Source: an optimization exercise on an open RTL-to-GDS flow (aim: small area and a short achievable clock period). Production flows keep margins and buffers that such runs may drop.
Only simulation tests tie the RTL to the original design; equivalence was not proved.
No activity file was given, so power comes from the tool's default toggle rates.

## flow/design.v (module list and top-level ports; edited modules follow where they fit)
// module FA: 6 lines
// module HA: 6 lines
// module Two_neuron: 1099 lines
module Two_neuron (clk,reset,enable,wgt1,wgt2,inp,out_vector);
  // ...
==> flow/flow/run.sh <==
#!/bin/bash
# The standard layout (the standard.sh, unchanged synthesis), with every input and
# output port buffered by a sky130_fd_sc_hd__buf_2 instead of the resizer's default pick.
set -e
export BUFFER_PORTS_ARGS="-buffer_cell sky130_fd_sc_hd__buf_2"
bash standard.sh > standard.log 2>&1
==> flow/standard.sh <==
#!/bin/bash
# synth_recipe.tcl (not shown) runs the flow's synth.tcl, then flattens the netlist and writes it again
# the make line also repeats each setting of config.mk as NAME=value (left out here)
make -C /OpenROAD-flow-scripts/flow DESIGN_CONFIG=/design/flow/config.mk WORK_HOME=/design/flow/orfs CLKGATE_MAP_FILE= SYNTH_SCRIPT=/design/flow/synth_recipe.tcl "${@:-finish}"
==> flow/config.mk <==
export PLATFORM = sky130hd
export DESIGN_NAME = Two_neuron
export DESIGN_NICKNAME = Two_neuron
export VERILOG_FILES = /design/flow/design.v
export SDC_FILE = /design/flow/constraint.sdc
export NUM_CORES = 4
export LEC_CHECK = 0
export CAP_MARGIN = 20
export CORE_MARGIN = 2
export CORE_UTILIZATION = 40
export PLACE_DENSITY = 0.8
export SLEW_MARGIN = 20
export SYNTH_HIERARCHICAL = 1
export SYNTH_MINIMUM_KEEP_SIZE = 0
==> flow/constraint.sdc <==
create_clock -name core_clock -period 25.0 [get_ports {clk}]
set_input_delay 5.0000 -clock core_clock [delete_from_list [all_inputs] [get_ports {clk}]]
set_output_delay 5.0000 -clock core_clock [all_outputs]
set_load 0.01 [all_outputs]
==> flow_summary.json, run 1 <==
{
  "clk-power_w": 0.000563,
  "finClkSkew_ns": 0.0351,
  "run_status": "complete, no violations",
  "seq_power_w": 0.000658,
  "top_power_group": "combinational logic",
  "whs_path_depth": 2,
  "min_period_ns": 8.98,
  "seq_area_frac_synth_pct": 16.2,
  "cp.arrival_ns": 9.41,
  "dominant_cells": "multi-input combinational cells",
  "top_usage_layer": "met2",
  "placementRows": 106,
  "track_usage_pct": 22.2,
  "synth-simple-area-share_pct": 19.2,
  "min_path_type": "flip-flop to flip-flop",
  "seq_area_um2": 5470,
  "clock_latency_ns": 0.55,
  "sw_frac_of_total_pct": 47.9,
  "route.met2.wl_mm": 46.2,
  "clock_path_buffers": 3,
  "p_seq_share_pct": 13.7,
  "nClkBuffers": 47,
  "required_ns": 25.43,
  "synth.area.mux_share_pct": 0.720,
  "top_layer": "met5",
  "met1_usage_pct": 26.2,
  "cp_max_fo": 8,
  "die_area_um2": 86700,
  "ys_types": 76,
  "regMostFlops": "pw",
  "cp_common_cell": "fa_1",
  "p_comb_share_pct": 74.5,
  "h-tree-depth": 2,
  "cpLargestDelayFamily": "adder cells",
  "max_freq_mhz": 111,
  "cts_hold_buf": 0,
  "cts_tree": "built",
  "rsz0062_at_grt": "no"
}
==> inputs of run 2 (changes only) <==
--- a/flow/config.mk
+++ b/flow/config.mk
@@ -8,7 +8,6 @@
 export CAP_MARGIN = 20
 export CORE_MARGIN = 2
 export CORE_UTILIZATION = 40
-export PLACE_DENSITY = 0.8
 export SLEW_MARGIN = 20
 export SYNTH_HIERARCHICAL = 1
 export SYNTH_MINIMUM_KEEP_SIZE = 0
==> run 2 against run 1 <==
  * Cell count about the same
  * Sequential power down 0.6%
  * Wire length up 3.6%
  * Cell area down 0.18%
  * Clock power down 6.4%
  * Area after synthesis unchanged
  * Setup slack better by 0.025 ns
  * Largest power group unchanged
  * Register-to-register slack worse by 0.23 ns
  * Largest cell class unchanged
==> flow_summary.json, run 2 <==
{
  "first_pass_iters": 5,
  "seq_area_frac_synth_pct": 16.2,
  "fin_nets": 4478,
  "finalCritPeriodShare_pct": 35.8,
  "synth.cell_area_um2": 33700,
  "rsz0062_at_grt": "no",
  "ys_types": 76,
  "first_global_vias": 25600,
  "vias": 24600,
  "track_usage_pct": 23.4,
  "path_clk_slew_ns": 0.06,
  "placed_area_um2": 35500,
  "tightestPinTransition_ns": 1.04,
  "dp_cells": 4474,
  "min_path_type": "flip-flop to flip-flop",
  "power.internal_w": 0.00243,
  "cp.arrival_ns": 9.35,
  "hold_viol": 0,
  "die_y_um": 294,
  "synth.ff_latch_count": 273,
  "regMostFlops": "pw",
  "power_frac_clock_pct": 11.4,
  "async_flop_share_pct": 0,
  "ir_worst_vdd_uv": 123,
  "required_ns": 25.40,
  "p_per_area_nw_per_um2": 126,
  "setup_viol_count_final": 0,
  "grt_start_max_net_pins": 65,
  "wl_per_cell_um": 22.0,
  "cts_tree": "built",
  "min_period_ns": 8.96,
  "maxSlewHeadroom_pct": 30.9,
  "cts_setup_buffers": 0,
  "p_comb_share_pct": 74.5,
  "use_met2_pct": 39.5,
  "grt_pass1_wl_mm": 153,
  "h-tree-depth": 2,
  "synth_edf_count": 0,
  "p_leak_nw": 15.2,
  "cts_buffers": 36,
  "syn_inst": 3346,
  "cts_num_sinks": 273,
  "cts_resized": 0,
  "drc": 0,
  "stdcell_count": 4536,
  "maxCapViolations": 0,
  "ios": 259,
  "ant_nets": 0,
  "area_delta_synth_final_pct": 8.90,
  "design_area_um2": 36700,
  "finClkSkew_ns": 0.0386,
  "met1_usage_pct": 30.2,
  "cp_max_fo": 8,
  "fp.dieW_um": 294,
  "fin_setup_tns_ns": 0,
  "drt_iter0_drc": 1569,
  "sw_frac_of_total_pct": 47.5,
  "cts_hold_buf": 0,
  "run_status": "complete, no violations",
  "root_buffer": "clkbuf_16",
  "yosys_warnings": 7,
  "gp_congestion": 0.984,
  "drive_gt1_share_pct": 9.38,
  "clock_latency_ns": 0.56,
  "synth.largest_area_cell": "fa_1",
  "use_met3_pct": 3.36,
  "avgSynthCellArea_um2": 10.1,
  "dp_worst_setup_slack_ns": 15.51,
  "dpl.hpwl_mm": 81.1,
  "max_freq_mhz": 112,
  "start_util_pct": 40.4,
  "synthTopCellsByArea": "fa_1 (40%), dfxtp_1 (16%), ha_1 (6.3%)",
  "core_region_area_um2": 83600,
  "synth.cells.most_frequent": "fa_1 (682), nand2_1 (487), dfxtp_1 (273), nor2b_1 (230), and2_1 (198)",
  "clock_path_buffers": 3,
  "worstSetupPathType": "input port to flip-flop",
  "vias_per_cell": 5.42,
  "endpoint_kind": "flip-flop",
  "fin_ws_ns": 16.04,
  "switchingPower_w": 0.00220,
  "die_area_um2": 86700,
  "wirelength_mm": 99.8,
  "grt_overflow": 0,
  "synth_flop_cell": "dfxtp_1",
  "crit_path_start_kind": "input port",
  "antenna_found_initial": 7,
  "power_w": 0.00463,
  "port_buffers": 234,
  "final_common_cell": "fa_1",
  "largest_reg_flops": 64,
  "placementRows": 106,
  "p_seq_share_pct": 14.1,
  "yosysMostFrequentCell": "fa_1",
  "top_usage_layer": "met2",
  "report.final.slew_viol_count": 0,
  "most-common-layout-cells": "fa_1 (682), nand2_1 (487), dfxtp_1 (271), buf_2 (234), nor2b_1 (230)",
  "synth_top_area_share_pct": 40.5
}
[run 2: cells by family after synthesis]
kind of cell             Yosys count  share of synthesized area [%]
buffers and inverters            345                           4.15
AND/OR/NAND/NOR                 1290                           19.2
AO/OA/AOI/OAI                    409                           8.95
other                              1                         0.0111
flip-flops                       273                           16.2
multiplexers                      24                          0.720
adder cells (fa/ha/maj)          851                           46.7
XOR/XNOR                         153                           3.97
[run 2: modules after synthesis (local to each module, per instance)]
module / cells / copies in the design
FA: 1 / 682
HA: 1 / 10
Two_neuron: 2654 / 1
[run 2: critical path: stages]
cell and delay [ns]:
buf_2 0.24, nand2_1 0.13, fa_1 0.46, fa_1 0.53
fa_1 0.49, fa_1 0.48, fa_1 0.48, fa_1 0.53
fa_1 0.60, fa_1 0.41
[run 2: final cells by class]
type / count / area [um2]
Antenna cell: 1 / 2.50
Inverter: 124 / 465
Fill cell: 8076 / 46800
Clock buffer: 49 / 1010
Clock inverter: 12 / 178
Tap cell: 1080 / 1350
Multi-Input combinational cell: 2751 / 27000
Sequential cell: 273 / 5470
Timing Repair Buffer: 246 / 1260
[run 2: path summary, 6_finish.rpt]
| path | start | end | slack [ns] | cells after the start |
|---|---|---|---|---|
| max | inp[40] | q11_1 | 16.04 | 10 |
| min | cnt[2] | cnt[3] | 0.50 | 2 |
| max reg2reg | q11_0 | o5[4] | 16.83 | 24 |
| min reg2reg | cnt[2] | cnt[3] | 0.50 | 2 |
[run 2: through the flow]
step	hold slack, ns	util (%)
after floorplan	0.451	-
after global placement	0.466	42.5
after detailed placement	0.486	42.5
after CTS	0.499	44.0
after global routing	0.541	44.0
final	0.502	44.0
[run 2: layer usage]
layer  vias to the layer above  part of all wire (%)
met5                         -                 0.055
li1                      11100                     -
met2                       872                    48
met1                     12400                    41
met3                       187                   6.3
met4                         8                   4.4
[run 2: power by group through the flow]
stage               clock network (W)  registers, W  logic, W
finish                       0.000527      0.000654   0.00345
global route                 0.000562      0.000665   0.00393
CTS                          0.000547      0.000655   0.00347
detailed placement                  0      0.000663   0.00346
global placement                    0      0.000663   0.00338
floorplan                           0      0.000650   0.00246
==> inputs of run 3 (changes only) <==
--- a/flow/config.mk
+++ b/flow/config.mk
@@ -8,6 +8,7 @@
 export CAP_MARGIN = 20
 export CORE_MARGIN = 2
 export CORE_UTILIZATION = 40
+export CTS_BUF_LIST = sky130_fd_sc_hd__clkbuf_4 sky130_fd_sc_hd__clkbuf_8
 export SLEW_MARGIN = 20
 export SYNTH_HIERARCHICAL = 1
 export SYNTH_MINIMUM_KEEP_SIZE = 0
==> run 3 against run 2 <==
  * Die area did not move
  * Synthesized cell count unchanged
  * Clock skew rose by 0.0086 ns
  * Sequential cell count unchanged
  * Combinational power about the same
  * Cell area increased by 0.16%
  * Register-to-register slack gained 0.03 ns
  * Area after synthesis is the same
  * Fmax increased by 1.3%
  * Critical path depth did not move
  * Global-route usage up 0.096 points
  * Via count increased by 0.40%
==> flow_summary.json, run 3 <==
{
  "reg2reg_to": "o5[4]",
  "rsz0062_at_grt": "no",
  "cp.arrival_ns": 9.35,
  "grt_start_max_net_pins": 65,
  "ir_worst_vdd_uv": 121,
  "tightestPinTransition_ns": 1.04,
  "first_global_vias": 25800,
  "slowest_stage": "fa_1",
  "p_per_area_nw_per_um2": 126,
  "min_path_type": "flip-flop to flip-flop",
  "regToRegSetupSlack_ns": 16.86,
  "setup_viol_count_final": 0,
  "switchingPower_w": 0.00222,
  "h-tree-depth": 2,
  "vias_per_cell": 5.40,
  "wl_met3_mm": 6.16,
  "yosys_warnings": 7,
  "clock_path_buffers": 3,
  "wl_met1_mm": 41.4,
  "dp_worst_setup_slack_ns": 15.51,
  "p_leak_nw": 15.3,
  "r2r_cells": 24,
  "power.internal_w": 0.00241,
  "n_fill_cell": 8110,
  "ys_types": 76,
  "min_period_ns": 8.84,
  "cts_buffers": 52,
  "grt_pass1_wl_mm": 154,
  "worstSetupPathType": "input port to flip-flop",
  "maxSlewHeadroom_pct": 30.5,
  "cts_resized": 0,
  "top_layer": "met5",
  "finClkSkew_ns": 0.0472,
  "clock_latency_ns": 0.67,
  "regMostFlops": "pw",
  "syn_inst": 3346,
  "hold_viol": 0,
  "placed_area_um2": 35500,
  "synth.cells.most_frequent": "fa_1 (682), nand2_1 (487), dfxtp_1 (273), nor2b_1 (230), and2_1 (198)",
  "run_status": "complete, no violations",
  "path_cells": "buf_2, and2_1, fa_1, fa_1, fa_1, fa_1, fa_1, fa_1, fa_1, fa_1",
  "drc": 0,
  "core_region_area_um2": 83600,
  "cts_tree": "built",
  "synth_flop_cell": "dfxtp_1",
  "async_flop_share_pct": 0,
  "root_buffer": "clkbuf_8",
  "most-common-layout-cells": "fa_1 (682), nand2_1 (487), dfxtp_1 (271), buf_2 (234), nor2b_1 (230)",
  "gp_congestion": 0.984,
  "fin_ws_ns": 16.16,
  "synth.largest_area_cell": "fa_1",
  "endpoint_kind": "flip-flop",
  "synth_top_area_share_pct": 40.5,
  "die_y_um": 294,
  "crit_path_start_kind": "input port",
  "report.final.slew_viol_count": 0,
  "synth.cell_area_um2": 33700,
  "wl_per_cell_um": 21.9,
  "timing.rr.start": "q11_0",
  "seq_area_um2": 5470,
  "endpoint": "q11_1",
  "placementRows": 106,
  "max_freq_mhz": 113,
  "yosysMostFrequentCell": "fa_1",
  "ant_nets": 0,
  "required_ns": 25.50,
  "crit_path_max_incr_delay_ns": 0.60,
  "area_delta_synth_final_pct": 9.08,
  "wirelength_mm": 100,
  "cts_setup_buffers": 0,
  "p_seq_share_pct": 14.1,
  "start_util_pct": 40.4,
  "fin_setup_tns_ns": 0,
  "finalCritPeriodShare_pct": 35.4,
  "crit_start": "inp[8]",
  "cts_num_sinks": 273,
  "design_area_um2": 36800,
  "synth.ff_latch_count": 273,
  "synth_edf_count": 0,
  "antenna_found_initial": 8,
  "drt_iter0_drc": 1621,
  "sw_frac_of_total_pct": 47.9,
  "seq_area_frac_synth_pct": 16.2,
  "synthTopCellsByArea": "fa_1 (40%), dfxtp_1 (16%), ha_1 (6.3%)",
  "drive_gt1_share_pct": 10.5,
  "avgSynthCellArea_um2": 10.1,
  "multiInputGateArea_um2": 27000,
  "ios": 259,
  "fin_nets": 4494,
  "power_frac_clock_pct": 11.4,
  "vias": 24700,
  "route.met2.wl_mm": 47.7,
  "p_comb_share_pct": 74.5,
  "final_core_util_pct": 44.0,
  "port_buffers": 234,
  "track_usage_pct": 23.5,
  "path_clk_slew_ns": 0.06,
  "cp_max_fo": 8,
  "final_common_cell": "fa_1",
  "maxCapViolations": 0,
  "cts_hold_buf": 0,
  "cp_common_cell": "fa_1",
  "first_pass_iters": 5,
  "grt_overflow": 0,
  "fp.dieW_um": 294,
  "die_area_um2": 86700,
  "dpl.hpwl_mm": 81.1,
  "largest_reg_flops": 64
}
## run 3: stage by stage
stage	hold WS (ns)	total power [W]	instances
after detailed placement	0.486	0.00412	4474
after global placement	0.466	0.00405	4474
final	0.506	0.00463	4575
after global routing	0.545	0.00515	4574
after CTS	0.510	0.00467	4572
after floorplan	0.451	0.00311	3369
## run 3: Yosys stat by module, one instance, submodules excluded
module	cells	area [um2]	times used
FA	1	20.0	682
HA	1	12.5	10
Two_neuron	2654	20000	1
## run 3: kinds of logic after synthesis
logic type / share of synthesized area, %
simple gates: 19.2
fa+ha+maj: 46.7
compound gates: 8.95
buf+inv: 4.15
flops: 16.2
xor+xnor: 3.97
mux: 0.720
other cells: 0.0111
## run 3: layer usage
| metal | GRT usage, % | vias to the layer above |
|---|---|---|
| met5 | 0 | - |
| met4 | 9.92 | 8 |
| met3 | 3.63 | 209 |
| met2 | 39.4 | 830 |
| met1 | 30.2 | 12500 |
| li1 | - | 11200 |
## run 3: final cells by class
type,instances,area share [%]
clock buffers,69,2.50
diodes,3,0.0204
well taps,1080,3.67
inverters,124,1.27
flip-flops and latches,273,14.9
clock inverters,29,0.881
repair buffers,246,3.43
multi-input cells,2751,73.4
## run 3: power groups by stage
stage / combinational (W) / sequential, W / clock, W
floorplan: 0.00246 / 0.000650 / 0
global placement: 0.00338 / 0.000663 / 0
detailed placement: 0.00346 / 0.000663 / 0
CTS: 0.00347 / 0.000655 / 0.000547
global route: 0.00392 / 0.000665 / 0.000565
finish: 0.00345 / 0.000653 / 0.000528
## run 3: how the worst min path moves through the flow
stage | from | to | cells after the start
after global placement | cnt[2] | cnt[3] | 2
after global routing | cnt[1] | cnt[3] | 2
after detailed placement | cnt[2] | cnt[3] | 2
final | cnt[2] | cnt[3] | 2
after floorplan | cnt[2] | cnt[3] | 2
after CTS | cnt[2] | cnt[3] | 2
## run 3: worst max-delay path, delay by kind of cell
kind                     cells  cell delay (ns)
adder cells (fa/ha/maj)      8             3.99
buffers and inverters        1             0.16
AND/OR/NAND/NOR              1             0.19
==> inputs of run 4 (changes only) <==
--- a/flow/config.mk
+++ b/flow/config.mk
@@ -8,7 +8,9 @@
 export CAP_MARGIN = 20
 export CORE_MARGIN = 2
 export CORE_UTILIZATION = 40
-export CTS_BUF_LIST = sky130_fd_sc_hd__clkbuf_4 sky130_fd_sc_hd__clkbuf_8
+export CTS_BUF_LIST = sky130_fd_sc_hd__clkbuf_8 sky130_fd_sc_hd__clkbuf_16
+export CTS_CLUSTER_DIAMETER = 60
+export CTS_CLUSTER_SIZE = 20
 export SLEW_MARGIN = 20
 export SYNTH_HIERARCHICAL = 1
 export SYNTH_MINIMUM_KEEP_SIZE = 0
==> run 4 against run 3 <==
  * Still clean on timing, DRC and antenna
  * Combinational power about the same
  * Area after synthesis did not move
  * Clock power is 8.3% lower
  * Sequential share of layout area up 0.070 points
  * Setup slack got worse by 0.038 ns
  * Sequential power hardly changed
  * Total power down 0.92%
  * Critical endpoint unchanged
  * Largest cell class unchanged
  * Largest power group unchanged
==> flow_summary.json, run 4 <==
{
  "run_status": "complete, no violations",
  "finalCritPeriodShare_pct": 35.5,
  "async_flop_share_pct": 0,
  "ios": 259,
  "port_buffers": 234,
  "vias": 24500,
  "start_util_pct": 40.4,
  "synth.cells.most_frequent": "fa_1 (682), nand2_1 (487), dfxtp_1 (273), nor2b_1 (230), and2_1 (198)",
  "first_pass_iters": 6,
  "cts_resized": 0,
  "rsz0062_at_grt": "no",
  "dpl.hpwl_mm": 81.1,
  "placementRows": 106,
  "grt_overflow": 0,
  "yosysMostFrequentCell": "fa_1",
  "n_fill_cell": 8087,
  "holdCritStartpoint": "cnt[2]",
  "fp.dieW_um": 294,
  "reg2reg_to": "o5[4]",
  "cts_hold_buf": 0,
  "setup_viol_count_final": 0,
  "yosys_warnings": 7,
  "cp_max_fo": 8,
  "p_seq_share_pct": 14.2,
  "synth_edf_count": 0,
  "finClkSkew_ns": 0.0378,
  "grt_start_max_net_pins": 65,
  "core_region_area_um2": 83600,
  "fin_ws_ns": 16.12,
  "track_usage_pct": 23.3,
  "fin_nets": 4473,
  "whs_endpoint": "cnt[3]",
  "whs_path_depth": 2,
  "avgSynthCellArea_um2": 10.1,
  "power.internal_w": 0.00237,
  "synth.ff_latch_count": 273,
  "p_per_area_nw_per_um2": 125,
  "final_common_cell": "fa_1",
  "synth.cell_area_um2": 33700,
  "wirelength_mm": 99.5,
  "clock_path_buffers": 3,
  "p_comb_share_pct": 75.2,
  "fin_setup_tns_ns": 0,
  "tightestPinTransition_ns": 1.02,
  "die_y_um": 294,
  "first_global_vias": 25600,
  "min_period_ns": 8.88,
  "die_area_um2": 86700,
  "drt_iter0_drc": 1597,
  "min_path_type": "flip-flop to flip-flop",
  "area_delta_synth_final_pct": 8.57,
  "regMostFlops": "pw",
  "sw_frac_of_total_pct": 48.3,
  "cts_num_sinks": 273,
  "cts_setup_buffers": 0,
  "timing.rr.start": "q11_0",
  "ant_nets": 0,
  "drc": 0,
  "p_leak_nw": 15.1,
  "synth.largest_area_cell": "fa_1",
  "cp.arrival_ns": 9.35,
  "required_ns": 25.47,
  "switchingPower_w": 0.00222,
  "synth_top_area_share_pct": 40.5,
  "gp_congestion": 0.984,
  "drive_gt1_share_pct": 9.42,
  "synthTopCellsByArea": "fa_1 (40%), dfxtp_1 (16%), ha_1 (6.3%)",
  "hold_viol": 0,
  "crit_path_start_kind": "input port",
  "antenna_found_initial": 8,
  "maxCapViolations": 0,
  "seq_area_frac_synth_pct": 16.2,
  "cts_tree": "built",
  "endpoint_kind": "flip-flop",
  "ir_worst_vdd_uv": 121,
  "synth_flop_cell": "dfxtp_1",
  "ys_types": 76,
  "crit_start": "inp[8]",
  "largest_reg_flops": 64,
  "worstSetupPathType": "input port to flip-flop",
  "vias_per_cell": 5.41,
  "clock_latency_ns": 0.62,
  "dp_worst_setup_slack_ns": 15.51,
  "max_freq_mhz": 113,
  "h-tree-depth": 1,
  "root_buffer": "clkbuf_16",
  "syn_inst": 3346,
  "power_frac_clock_pct": 10.5,
  "grt_pass1_wl_mm": 153,
  "most-common-layout-cells": "fa_1 (682), nand2_1 (487), dfxtp_1 (271), buf_2 (234), nor2b_1 (230)",
  "cts_buffers": 31,
  "path_clk_slew_ns": 0.07,
  "report.final.slew_viol_count": 0,
  "r2r_cells": 24,
  "maxSlewHeadroom_pct": 31.9,
  "regToRegSetupSlack_ns": 16.87,
  "wl_per_cell_um": 21.9
}
run 4: kinds of logic (layout without fill, tap and decap cells):
| family | after synthesis | count (layout) | synth area share [%] |
|---|---|---|---|
| multiplexers | 24 | 24 | 0.720 |
| AO/OA/AOI/OAI | 409 | 409 | 8.95 |
| other | 1 | 25 | 0.0111 |
| adder cells (fa/ha/maj) | 851 | 851 | 46.7 |
| AND/OR/NAND/NOR | 1290 | 1290 | 19.2 |
| buffers and inverters | 345 | 427 | 4.15 |
| flip-flops | 273 | 273 | 16.2 |
| XOR/XNOR | 153 | 153 | 3.97 |
run 4: cell type report:
class | count | area [um2] | share of cell area, %
Multi-Input combinational cell | 2751 | 27000 | 73.7
Sequential cell | 273 | 5470 | 14.9
Tap cell | 1080 | 1350 | 3.69
Timing Repair Buffer | 246 | 1260 | 3.44
Clock buffer | 32 | 790 | 2.16
Inverter | 124 | 465 | 1.27
Clock inverter | 25 | 287 | 0.782
Antenna cell | 1 | 2.50 | 0.00683
run 4: worst max-delay path by stage:
stage	slack [ns]	end	cells past startpoint
after floorplan	15.77	q11_1	10
after global placement	15.57	q11_1	10
after detailed placement	15.51	q11_1	10
after CTS	16.17	q11_1	10
after global routing	16.05	q11_1	10
final	16.12	q11_1	10
run 4: critical path, cell delays in order:
cell and delay (ns):
buf_2 0.16, and2_1 0.19, fa_1 0.50, fa_1 0.52
fa_1 0.50, fa_1 0.45, fa_1 0.48, fa_1 0.53
fa_1 0.60, fa_1 0.41
run 4: modules after synthesis (local to each module, per instance):
module / times used / cell area [um2] / flops+latches / cells
Two_neuron: 1 / 20000 / 273 / 2654
FA: 682 / 20.0 / 0 / 1
HA: 10 / 12.5 / 0 / 1
run 4: per-layer routing:
layer	track usage, %	routed length (um)	up-vias
met2	39.6	47900	837
met3	3.02	6200	178
met5	0	55	-
li1	-	-	11100
met1	30.2	41200	12400
met4	8.87	4130	8
run 4: power by group through the flow:
stage / sequential, W / combinational [W] / clock, W
final: 0.000653 / 0.00345 / 0.000484
after global routing: 0.000664 / 0.00392 / 0.000519
after CTS: 0.000654 / 0.00347 / 0.000502
after detailed placement: 0.000663 / 0.00346 / 0
after global placement: 0.000663 / 0.00338 / 0
after floorplan: 0.000650 / 0.00246 / 0
run 4: stage by stage:
stage,hold slack (ns),power (W),instances,cell area (um2),util [%]
global route,0.535,0.00510,4532,36600,43.8
floorplan,0.451,0.00311,3369,33800,-
finish,0.496,0.00459,4532,36600,43.8
global placement,0.466,0.00405,4474,35500,42.5
CTS,0.496,0.00463,4531,36600,43.8
detailed placement,0.486,0.00412,4474,35500,42.5
==> inputs of run 5 (changes only) <==
--- a/flow/config.mk
+++ b/flow/config.mk
@@ -8,7 +8,7 @@
 export CAP_MARGIN = 20
 export CORE_MARGIN = 2
 export CORE_UTILIZATION = 40
-export CTS_BUF_LIST = sky130_fd_sc_hd__clkbuf_8 sky130_fd_sc_hd__clkbuf_16
+export CTS_BUF_LIST = sky130_fd_sc_hd__clkbuf_8
 export CTS_CLUSTER_DIAMETER = 60
 export CTS_CLUSTER_SIZE = 20
 export SLEW_MARGIN = 20
==> run 5 against run 4 <==
  * Sequential cell count unchanged
  * Cell count about the same
  * Wire length is 0.31% lower
  * Combinational power barely moved
==> flow_summary.json, run 5 <==
{
  "cts_setup_buffers": 0,
  "start_util_pct": 40.4,
  "dp_cells": 4474,
  "p_leak_nw": 15.0,
  "fin_ws_ns": 16.19,
  "largest_reg_flops": 64,
  "track_usage_pct": 23.2,
  "seq_area_frac_synth_pct": 16.2,
  "synth_top_area_share_pct": 40.5,
  "clock_latency_ns": 0.69,
  "area_delta_synth_final_pct": 7.52,
  "synth.ff_latch_count": 273,
  "maxSlewHeadroom_pct": 30.7,
  "worstSetupPathType": "input port to flip-flop",
  "path_cells": "buf_2, and2_1, fa_1, fa_1, fa_1, fa_1, fa_1, fa_1, fa_1, fa_1",
  "setup_viol_count_final": 0,
  "crit_path_start_kind": "input port",
  "path_clk_slew_ns": 0.09,
  "first_global_vias": 25600,
  "stdcell_count": 4533,
  "synthTopCellsByArea": "fa_1 (40%), dfxtp_1 (16%), ha_1 (6.3%)",
  "fin_nets": 4473,
  "yosysMostFrequentCell": "fa_1",
  "wirelength_mm": 99.2,
  "cts_resized": 0,
  "synth.largest_area_cell": "fa_1",
  "min_period_ns": 8.81,
  "antenna_found_initial": 8,
  "synth_flop_cell": "dfxtp_1",
  "cts_tree": "built",
  "avgSynthCellArea_um2": 10.1,
  "final_core_util_pct": 43.4,
  "async_flop_share_pct": 0,
  "port_buffers": 234,
  "ys_types": 76,
  "vias": 24400,
  "synth_edf_count": 0,
  "placementRows": 106,
  "fin_setup_tns_ns": 0,
  "finClkSkew_ns": 0.0547,
  "slowest_stage": "fa_1",
  "cp_common_cell": "fa_1",
  "synth.cell_area_um2": 33700,
  "cts_buffers": 31,
  "syn_inst": 3346,
  "wl_per_cell_um": 21.9,
  "ir_worst_vdd_uv": 119,
  "required_ns": 25.53,
  "clock_path_buffers": 3,
  "h-tree-depth": 1,
  "min_path_type": "flip-flop to flip-flop",
  "maxCapViolations": 0,
  "crit_path_max_incr_delay_ns": 0.59,
  "ios": 259,
  "fp.dieW_um": 294,
  "final_common_cell": "fa_1",
  "drc": 0,
  "tightestPinTransition_ns": 1.04,
  "first_pass_iters": 7,
  "drt_iter0_drc": 1572,
  "yosys_warnings": 7,
  "die_area_um2": 86700,
  "grt_overflow": 0,
  "cts_num_sinks": 273,
  "synth.cells.most_frequent": "fa_1 (682), nand2_1 (487), dfxtp_1 (273), nor2b_1 (230), and2_1 (198)",
  "die_y_um": 294,
  "p_per_area_nw_per_um2": 123,
  "vias_per_cell": 5.38,
  "max_freq_mhz": 113,
  "root_buffer": "clkbuf_8",
  "core_region_area_um2": 83600,
  "ant_nets": 0,
  "hold_viol": 0,
  "dpl.hpwl_mm": 81.1,
  "run_status": "complete, no violations",
  "dp_worst_setup_slack_ns": 15.51,
  "power_w": 0.00445,
  "gp_congestion": 0.984,
  "report.final.slew_viol_count": 0,
  "grt_pass1_wl_mm": 153,
  "drive_gt1_share_pct": 9.42,
  "grt_start_max_net_pins": 65,
  "endpoint_kind": "flip-flop",
  "cp_max_fo": 8,
  "cts_hold_buf": 0,
  "rsz0062_at_grt": "no",
  "most-common-layout-cells": "fa_1 (682), nand2_1 (487), dfxtp_1 (271), buf_2 (234), nor2b_1 (230)",
  "finalCritPeriodShare_pct": 35.3,
  "regMostFlops": "pw",
  "cp.arrival_ns": 9.34
}
==> run 5: area by class of cell <==
cell class,count,area (um2)
fillers,8129,47300
well taps,1080,1350
repair buffers,246,1260
inverters,124,465
multi-input cells,2751,27000
clock buffers,32,440
diodes,2,5.00
flip-flops and latches,273,5470
clock inverters,25,278
==> run 5: worst max-delay path, delay by kind of cell <==
kind	cells	cell delay, ns
and+or+nand+nor	1	0.19
buffers and inverters	1	0.16
adders and majority gates	8	3.98
==> run 5: Yosys stat by module, one instance, submodules excluded <==
module / times used / flops+latches / cells inside
FA: 682 / 0 / 1
HA: 10 / 0 / 1
Two_neuron: 1 / 273 / 2654
==> run 5: final timing paths <==
check	from	end	slack, ns	depth (start not counted)
hold reg to reg	cnt[2]	cnt[3]	0.50	2
setup reg to reg	q11_0	o5[4]	16.88	24
setup / recovery	inp[8]	q11_1	16.19	10
hold / removal	cnt[2]	cnt[3]	0.50	2
==> run 5: where the power goes <==
part	switching [W]	total [W]	internal (W)
logic	0.00195	0.00344	0.00149
clock network	0.000206	0.000360	0.000153
registers	0.0000377	0.000653	0.000615
==> run 5: stage by stage <==
step / hold WS, ns / area (um2)
final: 0.500 / 36300
after detailed placement: 0.486 / 35500
after floorplan: 0.451 / 33800
after global placement: 0.466 / 35500
after CTS: 0.500 / 36300
after global routing: 0.539 / 36300
==> run 5: kinds of logic (layout without fill, tap and decap cells) <==
group / after synthesis / after routing / share of synthesized area (%)
adders and majority gates: 851 / 851 / 46.7
AOI/OAI and AO/OA: 409 / 409 / 8.95
xor gates and xnor gates: 153 / 153 / 3.97
muxes: 24 / 24 / 0.720
DFF: 273 / 273 / 16.2
other: 1 / 26 / 0.0111
buffers and inverters: 345 / 427 / 4.15
and+or+nand+nor: 1290 / 1290 / 19.2
==> run 5: routing by layer <==
layer  up-vias  track usage (%)  wire [um]
li1      11100                -          -
met1     12300             30.2      41200
met2       808             39.7      47900
met3       172             3.09       6030
met4         8             8.16       3960
met5         -                0         56
==> inputs of run 6 (changes only) <==
--- a/flow/config.mk
+++ b/flow/config.mk
@@ -10,7 +10,7 @@
 export CORE_UTILIZATION = 40
 export CTS_BUF_LIST = sky130_fd_sc_hd__clkbuf_8
 export CTS_CLUSTER_DIAMETER = 60
-export CTS_CLUSTER_SIZE = 20
+export CTS_CLUSTER_SIZE = 16
 export SLEW_MARGIN = 20
 export SYNTH_HIERARCHICAL = 1
 export SYNTH_MINIMUM_KEEP_SIZE = 0
==> run 6 against run 5 <==
  * Still clean on timing, DRC and antenna
  * Wire length unchanged
  * First-iteration DRC count is the same
  * Cell area did not move
  * Sequential cell count unchanged
  * Critical path depth did not move
  * Worst hold slack unchanged
  * Clock power about the same
  * Cell count is the same
  * Utilization unchanged
  * Total power did not move
  * Clock skew unchanged
  * Clock-buffer cell count unchanged
  * Critical path type unchanged
  * Critical endpoint unchanged
  * Largest power group unchanged
==> flow_summary.json, run 6 <==
{
  "stdcell_count": 4533,
  "root_buffer": "clkbuf_8",
  "avgSynthCellArea_um2": 10.1,
  "holdCritStartpoint": "cnt[2]",
  "rsz0062_at_grt": "no",
  "finClkSkew_ns": 0.0547,
  "hold_viol": 0,
  "synth.ff_latch_count": 273,
  "fin_ws_ns": 16.19,
  "crit_path_start_kind": "input port",
  "gp_congestion": 0.984,
  "ys_types": 76,
  "cts_num_sinks": 273,
  "r2r_cells": 24,
  "yosys_warnings": 7,
  "ir_worst_vdd_uv": 119,
  "synth.largest_area_cell": "fa_1",
  "drt_iter0_drc": 1572,
  "grt_pass1_wl_mm": 153,
  "grt_overflow": 0,
  "fin_nets": 4473,
  "synth_flop_cell": "dfxtp_1",
  "synth_edf_count": 0,
  "port_buffers": 234,
  "reg2reg_to": "o5[4]",
  "grt_start_max_net_pins": 65,
  "setup_viol_count_final": 0,
  "whs_ns": 0.500,
  "n_fill_cell": 8129,
  "start_util_pct": 40.4,
  "yosysMostFrequentCell": "fa_1",
  "die_y_um": 294,
  "dp_cells": 4474,
  "p_leak_nw": 15.0,
  "cts_hold_buf": 0,
  "min_period_ns": 8.81,
  "final_common_cell": "fa_1",
  "path_clk_slew_ns": 0.09,
  "cts_tree": "built",
  "required_ns": 25.53,
  "ant_nets": 0,
  "fin_setup_tns_ns": 0,
  "antenna_found_initial": 8,
  "maxCapViolations": 0,
  "max_freq_mhz": 113,
  "first_pass_iters": 7,
  "regToRegSetupSlack_ns": 16.88,
  "wl_per_cell_um": 21.9,
  "area_delta_synth_final_pct": 7.52,
  "fp.dieW_um": 294,
  "met1_usage_pct": 30.2,
  "endpoint_kind": "flip-flop",
  "cts_buffers": 31,
  "cp_max_fo": 8,
  "synth.cell_area_um2": 33700,
  "drive_gt1_share_pct": 9.42,
  "clock_path_buffers": 3,
  "clock_latency_ns": 0.69,
  "cp.arrival_ns": 9.34,
  "min_path_type": "flip-flop to flip-flop",
  "cp_common_cell": "fa_1",
  "placementRows": 106,
  "run_status": "complete, no violations",
  "use_met3_pct": 3.09,
  "drc": 0,
  "cts_setup_buffers": 0,
  "synthTopCellsByArea": "fa_1 (40%), dfxtp_1 (16%), ha_1 (6.3%)",
  "wirelength_mm": 99.2,
  "syn_inst": 3346,
  "seq_area_frac_synth_pct": 16.2,
  "synth_top_area_share_pct": 40.5,
  "synth.cells.most_frequent": "fa_1 (682), nand2_1 (487), dfxtp_1 (273), nor2b_1 (230), and2_1 (198)",
  "tightestPinTransition_ns": 1.04,
  "vias_per_cell": 5.38,
  "core_region_area_um2": 83600,
  "crit_start": "inp[8]",
  "cts_resized": 0,
  "first_global_vias": 25600,
  "timing.rr.start": "q11_0",
  "largest_reg_flops": 64,
  "async_flop_share_pct": 0,
  "track_usage_pct": 23.2,
  "use_met2_pct": 39.7,
  "whs_path_depth": 2,
  "p_per_area_nw_per_um2": 123,
  "dp_worst_setup_slack_ns": 15.51,
  "vias": 24400,
  "maxSlewHeadroom_pct": 30.7,
  "worstSetupPathType": "input port to flip-flop",
  "report.final.slew_viol_count": 0,
  "dpl.hpwl_mm": 81.1,
  "top_usage_layer": "met2",
  "regMostFlops": "pw",
  "ios": 259,
  "h-tree-depth": 1,
  "die_area_um2": 86700,
  "most-common-layout-cells": "fa_1 (682), nand2_1 (487), dfxtp_1 (271), buf_2 (234), nor2b_1 (230)",
  "crit_path_max_incr_delay_ns": 0.59,
  "slowest_stage": "fa_1",
  "whs_endpoint": "cnt[3]",
  "finalCritPeriodShare_pct": 35.3,
  "path_cells": "buf_2, and2_1, fa_1, fa_1, fa_1, fa_1, fa_1, fa_1, fa_1, fa_1"
}
run 6: cell counts after synthesis:
No cell type changed its count.
run 6: logic make-up (layout without fill, tap and decap cells):
group,after synthesis,in the layout,share of synthesized area (%)
other,1,26,0.0111
adders and majority gates,851,851,46.7
xor gates and xnor gates,153,153,3.97
and+or+nand+nor,1290,1290,19.2
DFF,273,273,16.2
AOI/OAI and AO/OA,409,409,8.95
buffers and inverters,345,427,4.15
muxes,24,24,0.720
run 6: area by class of cell:
class	count	area (um2)	area share (%)
diodes	2	5.00	0.0138
inverters	124	465	1.28
clock inverters	25	278	0.766
clock buffers	32	440	1.21
multi-input cells	2751	27000	74.4
well taps	1080	1350	3.73
repair buffers	246	1260	3.48
flip-flops and latches	273	5470	15.1
run 6: per-module statistics from Yosys (local to each module, per instance):
| module | copies in the design | area (um2) | flops+latches | cells |
|---|---|---|---|---|
| HA | 10 | 12.5 | 0 | 1 |
| FA | 682 | 20.0 | 0 | 1 |
| Two_neuron | 1 | 20000 | 273 | 2654 |
run 6: where the power goes:
part	total [W]	internal [W]	switching [W]
registers	0.000653	0.000615	0.0000377
logic	0.00344	0.00149	0.00195
clock network	0.000360	0.000153	0.000206
run 6: worst max path at each step:
stage | endpoint | slack (ns)
6_report | q11_1 | 16.19
5_1_grt | q11_1 | 16.13
4_1_cts | q11_1 | 16.26
3_5_place_dp | q11_1 | 15.51
3_3_place_gp | q11_1 | 15.57
2_1_floorplan | q11_1 | 15.77
run 6: worst max-delay path, delay by kind of cell:
kind,cells,cell delay [ns]
buffers and inverters,1,0.16
and+or+nand+nor,1,0.19
adders and majority gates,8,3.98
run 6: through the flow:
step	instance area, um2	utilization [%]	total power [W]
4_1_cts	36300	43.4	0.00451
3_5_place_dp	35500	42.5	0.00412
3_3_place_gp	35500	42.5	0.00405
2_1_floorplan	33800	-	0.00311
6_report	36300	43.4	0.00445
5_1_grt	36300	43.4	0.00498
run 6: metal layers:
layer,share of wire (%),up-vias
met5,0.056,-
met1,42,12300
met4,4.0,8
met3,6.1,172
li1,-,11100
met2,48,808
==> inputs of run 7 (changes only) <==
==> flow/flow/run.sh (replaced) <==
#!/bin/bash
# The standard layout (the standard.sh, unchanged synthesis), with every input and
# output port buffered by a sky130_fd_sc_hd__buf_4 instead of the resizer's default pick.
set -e
export BUFFER_PORTS_ARGS="-buffer_cell sky130_fd_sc_hd__buf_4"
bash standard.sh > standard.log 2>&1
--- a/flow/config.mk
+++ b/flow/config.mk
@@ -8,9 +8,6 @@
 export CAP_MARGIN = 20
 export CORE_MARGIN = 2
 export CORE_UTILIZATION = 40
-export CTS_BUF_LIST = sky130_fd_sc_hd__clkbuf_8
-export CTS_CLUSTER_DIAMETER = 60
-export CTS_CLUSTER_SIZE = 16
 export SLEW_MARGIN = 20
 export SYNTH_HIERARCHICAL = 1
 export SYNTH_MINIMUM_KEEP_SIZE = 0
==> run 7 against run 6 <==
  * Total power rose by 5.1%
  * Non-clock buffer count fell by 1
  * Cell count rose by 0.18%
  * Largest power group unchanged
  * Critical path type unchanged
  * Register-to-register slack got worse by 0.16 ns
  * Critical path depth did not move
==> flow_summary.json, run 7 <==
{
  "cp.arrival_ns": 9.34,
  "synth_adder_area_share_pct": 46.7,
  "synth.area.mux_share_pct": 0.720,
  "track_usage_pct": 23.1,
  "maxSlewHeadroom_pct": 30.0,
  "synth_edf_count": 0,
  "yosysMostFrequentCell": "fa_1",
  "cp_max_fo": 8,
  "die_y_um": 294,
  "die_area_um2": 86700,
  "dp_worst_setup_slack_ns": 15.56,
  "drive_gt1_share_pct": 9.63,
  "grt_pass1_wl_mm": 153,
  "synthTopCellsByArea": "fa_1 (40%), dfxtp_1 (16%), ha_1 (6.3%)",
  "max_freq_mhz": 112,
  "min_period_ns": 8.92,
  "regMostFlops": "pw",
  "tightestPinTransition_ns": 1.02,
  "drt_iter0_drc": 1459,
  "clock_latency_ns": 0.56,
  "core_region_area_um2": 83600,
  "cts_num_sinks": 273,
  "yosys_warnings": 7,
  "setup_viol_count_final": 0,
  "antenna_found_initial": 6,
  "grt_overflow": 0,
  "power_frac_clock_pct": 12.9,
  "cts_setup_buffers": 0,
  "synth.ff_latch_count": 273,
  "hold_viol": 0,
  "rsz0062_at_grt": "no",
  "p_seq_share_pct": 14.0,
  "avgSynthCellArea_um2": 10.1,
  "ios": 259,
  "start_util_pct": 40.4,
  "final_common_cell": "fa_1",
  "first_global_vias": 25900,
  "root_buffer": "clkbuf_16",
  "run_status": "complete, no violations",
  "finClkSkew_ns": 0.0285,
  "p_leak_nw": 15.5,
  "gp_congestion": 0.944,
  "power.internal_w": 0.00249,
  "h-tree-depth": 2,
  "switchingPower_w": 0.00220,
  "cts_buffers": 37,
  "clock_path_buffers": 3,
  "final_core_util_pct": 44.9,
  "synth_top_family_by_area": "adder cells",
  "largest_reg_flops": 64,
  "cts_tree": "built",
  "synth.cells.most_frequent": "fa_1 (682), nand2_1 (487), dfxtp_1 (273), nor2b_1 (230), and2_1 (198)",
  "fin_nets": 4478,
  "drc": 0,
  "seq_area_frac_synth_pct": 16.2,
  "cts_hold_buf": 0,
  "ir_worst_vdd_uv": 110,
  "synth_top_area_share_pct": 40.5,
  "required_ns": 25.42,
  "synth-simple-area-share_pct": 19.2,
  "grt_start_max_net_pins": 65,
  "sw_frac_of_total_pct": 46.9,
  "crit_path_start_kind": "input port",
  "fin_setup_tns_ns": 0,
  "vias_per_cell": 5.37,
  "area_delta_synth_final_pct": 11.2,
  "synth.cell_area_um2": 33700,
  "maxCapViolations": 0,
  "min_path_type": "flip-flop to flip-flop",
  "first_pass_iters": 5,
  "synth_xor_xnor_area_share_pct": 3.97,
  "vias": 24400,
  "p_per_area_nw_per_um2": 125,
  "async_flop_share_pct": 0,
  "port_buffers": 234,
  "synth_compound_area_share_pct": 8.95,
  "fp.dieW_um": 294,
  "finalCritPeriodShare_pct": 35.7,
  "wirelength_mm": 98.4,
  "wl_per_cell_um": 21.7,
  "fin_ws_ns": 16.08,
  "synth_flop_cell": "dfxtp_1",
  "path_clk_slew_ns": 0.06,
  "syn_inst": 3346,
  "report.final.slew_viol_count": 0,
  "p_comb_share_pct": 73.1,
  "ant_nets": 0,
  "worstSetupPathType": "input port to flip-flop",
  "synth.largest_area_cell": "fa_1",
  "placementRows": 106,
  "dpl.hpwl_mm": 80.0,
  "endpoint_kind": "flip-flop",
  "most-common-layout-cells": "fa_1 (682), nand2_1 (487), dfxtp_1 (271), buf_4 (245), nor2b_1 (230)",
  "ys_types": 76,
  "cts_resized": 0
}
[run 7: cell counts after synthesis]
No cell type changed its count.
[run 7: layout make-up]
class / count / area (um2)
Clock inverter: 21 / 348
Clock buffer: 45 / 1030
Multi-Input combinational cell: 2751 / 27000
Tap cell: 1080 / 1350
Antenna cell: 2 / 5.00
Sequential cell: 273 / 5470
Timing Repair Buffer: 245 / 1840
Inverter: 124 / 465
Fill cell: 8012 / 46100
[run 7: final timing paths]
| check | endpoint | start | slack [ns] | cells past startpoint |
|---|---|---|---|---|
| setup / recovery | q11_1 | inp[39] | 16.08 | 10 |
| hold / removal | cnt[3] | cnt[2] | 0.47 | 2 |
| setup reg to reg | o5[4] | q7_0 | 16.72 | 24 |
| hold reg to reg | cnt[3] | cnt[2] | 0.47 | 2 |
[run 7: stage by stage]
stage | instance area [um2] | instances | hold WS [ns] | power, W
after floorplan | 33800 | 3369 | 0.451 | 0.00311
after global placement | 36100 | 4473 | 0.462 | 0.00401
after detailed placement | 36100 | 4473 | 0.463 | 0.00410
after CTS | 37500 | 4539 | 0.471 | 0.00473
after global routing | 37500 | 4540 | 0.499 | 0.00519
final | 37500 | 4541 | 0.472 | 0.00468
[run 7: logic make-up (layout without fill, tap and decap cells)]
family / count (synthesis) / count (layout)
simple gates: 1290 / 1290
mux: 24 / 24
compound gates: 409 / 409
other cells: 1 / 26
flops: 273 / 273
buf+inv: 345 / 435
fa+ha+maj: 851 / 851
xor+xnor: 153 / 153
[run 7: power groups by stage]
stage          Combinational (W)  Sequential, W  Clock [W]
2_1_floorplan            0.00246       0.000650          0
3_3_place_gp             0.00334       0.000665          0
3_5_place_dp             0.00343       0.000666          0
4_1_cts                  0.00345       0.000657   0.000623
5_1_grt                  0.00388       0.000666   0.000636
6_report                 0.00342       0.000656   0.000603
[run 7: layer usage]
layer / vias up / track usage, % / part of all wire [%]
met1: 12200 / 29.1 / 41
met2: 820 / 39.1 / 48
met3: 197 / 5.15 / 7.4
met4: 8 / 8.20 / 3.8
li1: 11100 / - / -
met5: - / 0 / 0.053
[run 7: per-module statistics from Yosys (local to each module, per instance)]
module	flops+latches	cell area [um2]
FA	0	20.0
HA	0	12.5
Two_neuron	273	20000
[run 7: critical path, stage by stage]
cell	delay, ns
buf_4	0.18
and2_1	0.17
fa_1	0.50
fa_1	0.52
fa_1	0.49
fa_1	0.52
fa_1	0.55
fa_1	0.44
fa_1	0.55
fa_1	0.41

[static timing again, ports no longer ideal]
The flow's constraints put no driver on any port. The routed layouts listed below were extracted and timed again, unchanged, in two steps.
Step 1, drivers: a clkbuf_16 drives clk and a buf_2 each remaining input, both assumed.
Step 2 times the ports against the registers' clock, not the clock port: input delays grow and output delays shrink by t, the midpoint of the rising clock arrivals with the driver on.
Slacks: no drivers / after step 1 / after step 2; pairs: no drivers / after step 1.
run	t (ns)	slack for setup (ns)	clock arrival spread, ns
run 1	0.587	16.019 / 16.018 / 15.432	0.037 / 0.037
run 2	0.595	16.044 / 16.040 / 15.445	0.039 / 0.039
run 3	0.700	16.155 / 16.169 / 15.469	0.048 / 0.047
run 4	0.658	16.117 / 16.115 / 15.457	0.038 / 0.038
run 5	0.724	16.186 / 16.194 / 15.470	0.055 / 0.055
run 6	0.724	16.186 / 16.194 / 15.470	0.055 / 0.055
run 7	0.607	16.079 / 16.073 / 15.466	0.030 / 0.030
After both steps every run listed still meets setup and hold.
